From an optimization exercise on the open Yosys and OpenROAD flow, aimed at small area; shortcuts taken in it are not production practice.
Where RTL was checked, it was by simulation tests only, not by an equivalence proof against the original.
The flow treats the clock pin as an ideal source. Dropping or thinning the clock tree relies on that and would not hold on a real chip.
Power is estimated from default activity; no workload was simulated.

==> module UART_FIFO, before the edit <==
module UART_FIFO(
    input clk,
    input reset,
    input [7:0] data_in,
    input data_valid,
    output reg [7:0] data_out
    );
    reg [12:0] ctx;
    wire tick    = (ctx & 13'h1e7d) == 13'h1258;   
    wire ctx_end = (ctx & 13'h19f7) == 13'h0963;   
    wire arm     = (ctx & 13'h1aff) == 13'h00ad;   
    reg [8:0] crx;
    wire crx_end = (crx & 9'h175) == 9'h020;       
    always @(posedge clk) begin
        if (reset) begin
            ctx <= 13'h1258;                           
            crx <= 9'h1d5;                             
        end else begin
            ctx <= {ctx[11:0], ctx[12] ^ ctx[0]} ^ {12'd0, ctx_end};
            crx <= {crx[7:0], crx[8] ^ crx[6]} ^ {5'd0, crx_end, 3'd0};
        end
    end
    reg [7:0] stg [0:15];
    reg [15:0] emp;         
    reg [7:0] rd_data;
    reg e0, e1;             
    wire wr;
    reg [3:0] st;
    wire s_idle  = ~st[3] & ~st[2] & ~st[1];            
    wire s_start = ~st[3] & ~st[1] & ~st[0];            
    wire s_posta =  st[3] &  st[2] & ~st[1] & ~st[0];   
    wire s_postb = ~st[2] & ~st[1] & ~st[0];            
    wire dec = s_start & ctx_end;
    wire load_out = s_postb & crx_end;
    wire step = s_idle  ? tick & ~e1 :
                s_posta ? arm :
                s_postb ? crx_end : tick;
    wire [16:0] hole;
    assign hole[16] = 1'b0;
    assign hole[15:0] = emp | hole[16:1];
    wire [15:0] free = hole[15:0] | {16{dec}};
    assign wr = data_valid & hole[0];
    always @(posedge clk) if (free[0]) stg[0] <= data_in;
    genvar i;
    generate
        for (i = 1; i < 16; i = i + 1) begin : g_stg
            always @(posedge clk) if (free[i]) stg[i] <= stg[i-1];
        end
    endgenerate
    always @(posedge clk) begin
        if (dec) rd_data <= stg[15];
    end
    always @(posedge clk) begin
        if (reset) begin
            emp <= 16'hffff;
            e0 <= 1'b1;
            e1 <= 1'b1;
            st <= 4'b0001;
            data_out <= 8'd0;
        end else begin
            emp <= {emp[14:0], ~wr} & free[15:0];
            if (tick) begin
                e0 <= &emp;
                e1 <= e0;
            end
            if (step) st <= {st[2:0], st[3] ^ st[2]};
            if (load_out) data_out <= rd_data;
        end
    end
endmodule
Settings: LEC_CHECK=0, CAP_MARGIN=20, CORE_MARGIN=2, CORE_UTILIZATION=75, SLEW_MARGIN=20; clock period 20.0 ns.
standard.sh (not shown) runs the stock make flow with config.mk's settings and CLKGATE_MAP_FILE= SYNTH_SCRIPT=/design/flow/synth_recipe.tcl, a recipe that flattens the netlist after the stock synthesis.
==> flow/flow/run.sh <==
#!/bin/bash
# The standard layout with three changes:
# - after the standard synthesis, its combinational cells are re-mapped for
#   area (flow/remap.sh); the flip-flops stay exactly as synthesized;
# - the port buffers are buf_1;
# - the clock tree is a root inverter driving one level of inverters, built
#   by flow/cts_hook.tcl in place of TritonCTS (two inversions: the
#   flip-flops see the clock's own polarity).
set -euo pipefail
R=orfs/results/$FLOW_PLATFORM/UART_FIFO/base
bash standard.sh synth > synth.log 2>&1
cp $R/1_2_yosys.v std_1_2_yosys.v
ffs() { grep -E '^\s*sky130_fd_sc_hd__(e?df|sdf|sedf|dl)[a-z0-9_]*\s' "$1" | awk '{print $1, $2}' | sort; }
if bash flow/remap.sh std_1_2_yosys.v remapped.v > remap.log 2>&1 \
    && [[ -n "$(ffs std_1_2_yosys.v)" ]] && diff <(ffs std_1_2_yosys.v) <(ffs remapped.v) > /dev/null; then
  cp remapped.v $R/1_2_yosys.v
  rm -f $R/1_synth.odb $R/1_synth.sdc
  echo "using the re-mapped netlist" >> remap.log
else
  echo "re-mapping failed or changed the flip-flops; keeping the standard netlist" >> remap.log
fi
export CTS_MAX_SINKS=25
export CTS_LEAF_BUF=sky130_fd_sc_hd__inv_8
export CTS_ROOT_BUF=sky130_fd_sc_hd__inv_8
export PRE_CTS_TCL="$PWD/flow/cts_hook.tcl"
export BUFFER_PORTS_ARGS="-buffer_cell sky130_fd_sc_hd__buf_1"
bash standard.sh finish > standard.log 2>&1
Other scripts of this flow, unchanged in this note and not shown: flow/flow/abc_1.script, flow/flow/abc_d2.script, flow/flow/abc_d4.script, flow/flow/abc_d5.script, flow/flow/abc_d8.script, flow/flow/cts_hook.tcl, flow/flow/remap.sh
Edit:
--- a/flow/design.v
+++ b/flow/design.v
@@ -23,5 +23,7 @@
     end
     reg [7:0] stg [0:15];
-    reg [15:0] emp;         
+    localparam [15:0] POL = 16'haaaa;
+    reg [15:0] emp_q;
+    wire [15:0] emp = emp_q ^ POL;
     reg [7:0] rd_data;
     reg e0, e1;             
@@ -54,5 +56,5 @@
     always @(posedge clk) begin
         if (reset) begin
-            emp <= 16'hffff;
+            emp_q <= 16'hffff ^ POL;
             e0 <= 1'b1;
             e1 <= 1'b1;
@@ -60,5 +62,5 @@
             data_out <= 8'd0;
         end else begin
-            emp <= {emp[14:0], ~wr} & free[15:0];
+            emp_q <= ({emp[14:0], ~wr} & free[15:0]) ^ POL;
             if (tick) begin
                 e0 <= &emp;
Result: Via count went down by about 2.6%. Design area is about the same. Setup slack improved by 730 ps. Combinational power falls by about 6%. Clock skew shrinks by 11 ps. Maximum frequency increases by about 14%.
Function not checked in the second run of this note: the RTL went through the layout flow alone. No run of this note takes its clock network from TritonCTS; it comes from the design's own scripts or RTL.

========
run K:
UART_FIFO, a different RTL version from the one above (not shown whole).
Size: ~190 flip-flops, roughly 19 I/O pins.
==> module UART_FIFO, before the edit <==
module UART_FIFO(
    input clk,
    input reset,
    input [7:0] data_in,
    input data_valid,
    output reg [7:0] data_out
    );
    reg [12:0] ctx;
    wire tick    = (ctx & 13'h1e7d) == 13'h1258;   
    wire ctx_end = (ctx & 13'h19f7) == 13'h0963;   
    wire arm     = (ctx & 13'h1aff) == 13'h00ad;   
    reg [8:0] crx;
    wire crx_end = (crx & 9'h175) == 9'h020;       
    always @(posedge clk) begin
        if (reset) begin
            ctx <= 13'h1258;                           
            crx <= 9'h1d5;                             
        end else begin
            ctx <= {ctx[11:0], ctx[12] ^ ctx[0]} ^ {12'd0, ctx_end};
            crx <= {crx[7:0], crx[8] ^ crx[6]} ^ {5'd0, crx_end, 3'd0};
        end
    end
    reg [7:0] stg [0:15];
    reg [15:0] vld;
    reg [4:0] cnt;
    reg [7:0] rd_data;
    reg e0, e1;             
    wire wr = data_valid & ~cnt[4];
    localparam IDLE = 4'd0, LOAD = 4'd1, START = 4'd2, STOP = 4'd12,
               POST_A = 4'd13, POST_B = 4'd14;
    reg [3:0] st;
    wire rd  = tick & (st == LOAD);
    wire dec = (st == START) & ctx_end;
    wire [16:0] stuck;
    assign stuck[16] = ~rd;
    assign stuck[15:0] = vld & stuck[16:1];
    always @(posedge clk) if (~stuck[0]) stg[0] <= data_in;
    genvar i;
    generate
        for (i = 1; i < 16; i = i + 1) begin : g_stg
            always @(posedge clk) if (~stuck[i]) stg[i] <= stg[i-1];
        end
    endgenerate
    always @(posedge clk) begin
        if (rd) rd_data <= stg[15];
    end
    always @(posedge clk) begin
        if (reset) begin
            vld <= 16'd0;
            cnt <= 5'd0;
            e0 <= 1'b1;
            e1 <= 1'b1;
            st <= IDLE;
            data_out <= 8'd0;
        end else begin
            vld <= {vld[14:0], wr} | stuck[15:0];
            cnt <= cnt + {{4{dec & ~wr}}, dec ^ wr};
            if (tick) begin
                e0 <= (cnt == 5'd0);
                e1 <= e0;
            end
            case (st)
                IDLE:   if (tick & ~e1) st <= LOAD;
                POST_A: if (arm) st <= POST_B;
                POST_B: if (crx_end) begin
                            st <= IDLE;
                            data_out <= rd_data;
                        end
                default: if (tick) st <= st + 4'd1;
            endcase
        end
    end
endmodule
Settings: LEC_CHECK=0, CAP_MARGIN=20, CORE_MARGIN=2, CORE_UTILIZATION=70, SLEW_MARGIN=20; clock period 20.0 ns.
==> flow/flow/run.sh <==
#!/bin/bash
# Standard layout with smaller port buffers and a clock tree with fewer, larger
# leaf clusters and no dummy loads.
set -euo pipefail
export CTS_ARGS="-sink_clustering_enable -repair_clock_nets -dont_use_dummy_load -buf_list sky130_fd_sc_hd__clkbuf_8"
export PRE_CTS_TCL="$PWD/flow/pre_cts.tcl"
export BUFFER_PORTS_ARGS="-buffer_cell sky130_fd_sc_hd__buf_1"
bash standard.sh finish > standard.log 2>&1
==> flow/flow/pre_cts.tcl <==
set_max_fanout 48 [current_design]
Relative to run K, the following input files were edited for run P:
==> flow/design.v, changed modules only <==
module UART_FIFO(
    input clk,
    input reset,
    input [7:0] data_in,
    input data_valid,
    output reg [7:0] data_out
    );
    reg [12:0] ctx;
    wire ctx_hi  = ctx[12] & ctx[10] & ctx[6] & ctx[4];
    wire tick    = ctx_hi & ~ctx[3] & ctx[2] & ctx[1] & ~ctx[0];  
    wire ctx_end = ctx_hi & ctx[3];                              
    wire arm     = ctx[11] & ctx[10] & ctx[9] & ~ctx[8] & ctx[7] & ctx[6] &
                   ctx[5] & ~ctx[4] & ~ctx[3] & ~ctx[2] & ctx[1] & ~ctx[0];  
    reg [8:0] crx;
    wire crx_end = crx[8] & crx[6] & crx[2];                     
    always @(posedge clk) begin
        if (reset) begin
            ctx <= 13'd5206;
            crx <= 9'd321;
        end else begin
            ctx <= ctx_end ? 13'd0 : ctx + 13'd1;
            crx <= crx_end ? 9'd0 : crx + 9'd1;
        end
    end
    reg [7:0] stg [0:15];
    reg [15:0] vld;
    reg [4:0] cnt;
    reg [7:0] rd_data;
    reg e0, e1;             
    wire wr = data_valid & ~cnt[4];
    localparam IDLE = 4'd0, LOAD = 4'd1, START = 4'd2, STOP = 4'd12,
               POST_A = 4'd13, POST_B = 4'd14;
    reg [3:0] st;
    wire rd  = tick & (st == LOAD);
    wire dec = (st == START) & ctx_end;
    wire [16:0] stuck;
    assign stuck[16] = ~rd;
    assign stuck[15:0] = vld & stuck[16:1];
    always @(posedge clk) if (~stuck[0]) stg[0] <= data_in;
    genvar i;
    generate
        for (i = 1; i < 16; i = i + 1) begin : g_stg
            always @(posedge clk) if (~stuck[i]) stg[i] <= stg[i-1];
        end
    endgenerate
    always @(posedge clk) begin
        if (rd) rd_data <= stg[15];
    end
    always @(posedge clk) begin
        if (reset) begin
            vld <= 16'd0;
            cnt <= 5'd0;
            e0 <= 1'b1;
            e1 <= 1'b1;
            st <= IDLE;
            data_out <= 8'd0;
        end else begin
            vld <= {vld[14:0], wr} | stuck[15:0];
            cnt <= cnt + {{4{dec & ~wr}}, dec ^ wr};
            if (tick) begin
                e0 <= (cnt == 5'd0);
                e1 <= e0;
            end
            case (st)
                IDLE:   if (tick & ~e1) st <= LOAD;
                POST_A: if (arm) st <= POST_B;
                POST_B: if (crx_end) begin
                            st <= IDLE;
                            data_out <= rd_data;
                        end
                default: if (tick) st <= st + 4'd1;
            endcase
        end
    end
endmodule
==> comparison <==
In run P the number of global-route vias before repair turned out 242 higher than in run K.
Summary — average footprint of a synthesized cell, run P relative to run K: lower, by about 9%.
Run P vs. run K: proportion of final cell area spent on non-clock buffers went down by 0.51 points.
Compared with run K, in run P power in combinational cells now larger, height of the chip climbed 2.2%, total power climbed 0.094 mW, combinational share of power shows an increase of 8.9 points.
The final reports for run P and run K show share of the clock period used by the worst path after layout higher in the former.
Run P vs run K, number of vias in the routed layout went up by about 12%.
Compared with run K, run P shows a synthesized-area fraction occupied by and/or/nand/nor cells that is 0.61 points higher.
The area of the placeable core of run P is higher than that of run K.
Run P reports a higher cell area after technology mapping than run K does.
Run K → run P: portion of the post-synthesis area used by sequential elements fell by 3.6 points; cell count after synthesis rose about 14%.
For run P, only the layout was checked, not whether the RTL still works.

========
## trial 81
The RTL this note starts from:
==> flow/design.v <==
`timescale 1ns / 1ps
module UART_FIFO(
    input clk,
    input reset,
    input [7:0] data_in,
    input data_valid,
    output reg [7:0] data_out
    );
    reg [12:0] ctx;
    wire tick    = (ctx & 13'h1e7d) == 13'h1258;   
    wire ctx_end = (ctx & 13'h19f7) == 13'h0963;   
    wire arm     = (ctx & 13'h1aff) == 13'h00ad;   
    reg [8:0] crx;
    wire crx_end = (crx & 9'h175) == 9'h020;       
    always @(posedge clk) begin
        if (reset) begin
            ctx <= 13'h1258;                           
            crx <= 9'h1d5;                             
        end else begin
            ctx <= {ctx[11:0], ctx[12] ^ ctx[0]} ^ {12'd0, ctx_end};
            crx <= {crx[7:0], crx[8] ^ crx[6]} ^ {5'd0, crx_end, 3'd0};
        end
    end
    reg [7:0] stg [0:15];
    reg [15:0] vld;
    reg [7:0] rd_data;
    reg e0, e1;             
    wire wr = data_valid & ~(&vld);
    reg [3:0] st;
    wire s_idle  = ~st[3] & ~st[2] & ~st[1];            
    wire s_load  = ~st[3] & ~st[2] & ~st[0];            
    wire s_start = ~st[3] & ~st[1] & ~st[0];            
    wire s_posta =  st[3] &  st[2] & ~st[1] & ~st[0];   
    wire s_postb = ~st[2] & ~st[1] & ~st[0];            
    wire rd  = tick & s_load;
    wire dec = s_start & ctx_end;
    wire load_out = s_postb & crx_end;
    wire step = s_idle  ? tick & ~e1 :
                s_posta ? arm :
                s_postb ? crx_end : tick;
    wire [16:0] stuck;
    assign stuck[16] = ~dec;
    assign stuck[15:0] = vld & stuck[16:1];
    always @(posedge clk) if (~stuck[0]) stg[0] <= data_in;
    genvar i;
    generate
        for (i = 1; i < 16; i = i + 1) begin : g_stg
            always @(posedge clk) if (~stuck[i]) stg[i] <= stg[i-1];
        end
    endgenerate
    always @(posedge clk) begin
        if (rd) rd_data <= stg[15];
    end
    always @(posedge clk) begin
        if (reset) begin
            vld <= 16'd0;
            e0 <= 1'b1;
            e1 <= 1'b1;
            st <= 4'b0001;
            data_out <= 8'd0;
        end else begin
            vld <= {vld[14:0], wr} | stuck[15:0];
            if (tick) begin
                e0 <= ~(|vld);
                e1 <= e0;
            end
            if (step) st <= {st[2:0], st[3] ^ st[2]};
            if (load_out) data_out <= rd_data;
        end
    end
endmodule
Settings: LEC_CHECK=0, CAP_MARGIN=20, CORE_MARGIN=2, CORE_UTILIZATION=70, SLEW_MARGIN=20; clock period 20.0 ns.
==> flow/flow/run.sh <==
#!/bin/bash
# The standard layout with three changes:
# - after the standard synthesis, its combinational cells are re-mapped for
#   area (flow/remap.sh); the flip-flops stay exactly as synthesized;
# - the port buffers are buf_1;
# - the clock tree is one level of clock buffers built by flow/cts_hook.tcl
#   in place of TritonCTS.
set -euo pipefail
R=orfs/results/$FLOW_PLATFORM/UART_FIFO/base
bash standard.sh synth > synth.log 2>&1
cp $R/1_2_yosys.v std_1_2_yosys.v
ffs() { grep -E '^\s*sky130_fd_sc_hd__(e?df|sdf|sedf|dl)[a-z0-9_]*\s' "$1" | awk '{print $1, $2}' | sort; }
if bash flow/remap.sh std_1_2_yosys.v remapped.v > remap.log 2>&1 \
    && [[ -n "$(ffs std_1_2_yosys.v)" ]] && diff <(ffs std_1_2_yosys.v) <(ffs remapped.v) > /dev/null; then
  cp remapped.v $R/1_2_yosys.v
  rm -f $R/1_synth.odb $R/1_synth.sdc
  echo "using the re-mapped netlist" >> remap.log
else
  echo "re-mapping failed or changed the flip-flops; keeping the standard netlist" >> remap.log
fi
export CTS_MAX_SINKS=22
export CTS_LEAF_BUF=sky130_fd_sc_hd__clkbuf_8
export CTS_ROOT_BUF=sky130_fd_sc_hd__clkbuf_4
export PRE_CTS_TCL="$PWD/flow/cts_hook.tcl"
export BUFFER_PORTS_ARGS="-buffer_cell sky130_fd_sc_hd__buf_1"
bash standard.sh finish > standard.log 2>&1
Other scripts of this flow, unchanged in this note and not shown: flow/flow/abc_area.script, flow/flow/cts_hook.tcl, flow/flow/remap.sh
Relative to trial 81, the following input files were edited for trial 32:
-- flow/design.v --
<<< trial 81, line 24
    reg [7:0] stg [0:15];
    reg [15:0] vld;
    reg [7:0] rd_data;
    reg e0, e1;             
    wire wr = data_valid & ~(&vld);
    reg [3:0] st;
    wire s_idle  = ~st[3] & ~st[2] & ~st[1];            
>>> trial 32, line 24
    reg [7:0] stg [0:15];
    reg [15:0] vld;
    reg [4:0] cnt;
    reg [7:0] rd_data;
    reg e0, e1;             
    wire wr = data_valid & ~cnt[4];
    reg [3:0] st;
    wire s_idle  = ~st[3] & ~st[2] & ~st[1];            
<<< trial 81, line 40
                s_postb ? crx_end : tick;
    wire [16:0] stuck;
    assign stuck[16] = ~dec;
    assign stuck[15:0] = vld & stuck[16:1];
    always @(posedge clk) if (~stuck[0]) stg[0] <= data_in;
>>> trial 32, line 41
                s_postb ? crx_end : tick;
    wire [16:0] stuck;
    assign stuck[16] = ~rd;
    assign stuck[15:0] = vld & stuck[16:1];
    always @(posedge clk) if (~stuck[0]) stg[0] <= data_in;
<<< trial 81, line 55
        if (reset) begin
            vld <= 16'd0;
            e0 <= 1'b1;
            e1 <= 1'b1;
>>> trial 32, line 56
        if (reset) begin
            vld <= 16'd0;
            cnt <= 5'd0;
            e0 <= 1'b1;
            e1 <= 1'b1;
<<< trial 81, line 61
        end else begin
            vld <= {vld[14:0], wr} | stuck[15:0];
            if (tick) begin
                e0 <= ~(|vld);
                e1 <= e0;
            end
>>> trial 32, line 63
        end else begin
            vld <= {vld[14:0], wr} | stuck[15:0];
            cnt <= cnt + {{4{dec & ~wr}}, dec ^ wr};
            if (tick) begin
                e0 <= (cnt == 5'd0);
                e1 <= e0;
            end
Notes after the runs:
The final layout from trial 32, which completed every stage, passed the timing, design-rule and antenna checks at the end of the flow. | logic gate share of total power | trial 32 vs trial 81 | 0.4 points higher |. Against trial 81, trial 32 comes in 11 higher on via count of the first global-routing pass. On fraction of final layout cells sized beyond drive strength 1, trial 32 and trial 81 are neck and neck. Relative to trial 81, the flip-flop and latch count of trial 32 is higher by 5. The fraction of power spent switching nets was comparable across trial 32 and trial 81. Via count up 23 in trial 32 wrt trial 81. Trial 32 against trial 81; number of non-filler instances in the completed layout is up by a little under 10%. Trial 32 vs trial 81, kind of critical path: register to register vs primary input to register. On area growth from synthesis to layout, trial 32 and trial 81 are basically level. Comparing trial 32 and trial 81, the higher global-route total usage across every layer was measured on trial 81. Trial 32 ends up with a post-route cell area that is about 2.7% higher than in trial 81. Higher reported leakage power was reported by trial 32, not trial 81.
No run of this note takes its clock network from TritonCTS; it comes from the design's own scripts or RTL.

## separate check: timing with driven ports
The results above use ideal ports. As a check the final layouts listed here were re-extracted and re-timed, cells and wires unchanged.
Step 1, drivers: a clkbuf_16 drives clk and a buf_2 each remaining input, both assumed.
Step 2 adds t to the input delays and takes it off the output delays; t is the mean of the earliest and latest rising clock arrival at the registers after step 1. Input paths then give back, and output paths get back, about the clock's delay inside the block.
Slacks: no drivers / after step 1 / after step 2; pairs: no drivers / after step 1.
run | shift t [ns] | setup WS [ns] | worst setup path after step 2 | slew at the worst register clock pin (ns)
the first run of note 1 | 0.258 | 14.038 / 14.055 / 13.797 | input to register | 0.12 / 0.12
the second run of note 1 | 0.262 | 14.771 / 14.797 / 14.535 | input to register | 0.11 / 0.11
run K | 0.449 | 14.710 / 14.723 / 14.274 | input to register | 0.10 / 0.10
run P | 0.466 | 14.676 / 14.689 / 14.223 | input to register | 0.10 / 0.10
trial 81 | 0.530 | 14.943 / 14.926 / 14.417 | input to register | 0.13 / 0.13
trial 32 | 0.526 | 12.429 / 12.429 / 12.429 | register to register | 0.12 / 0.12
After both steps every run listed still meets setup and hold. The setup slack of trial 81, which loses most, moves by -0.017 ns with the drivers and by -0.526 ns with both steps.
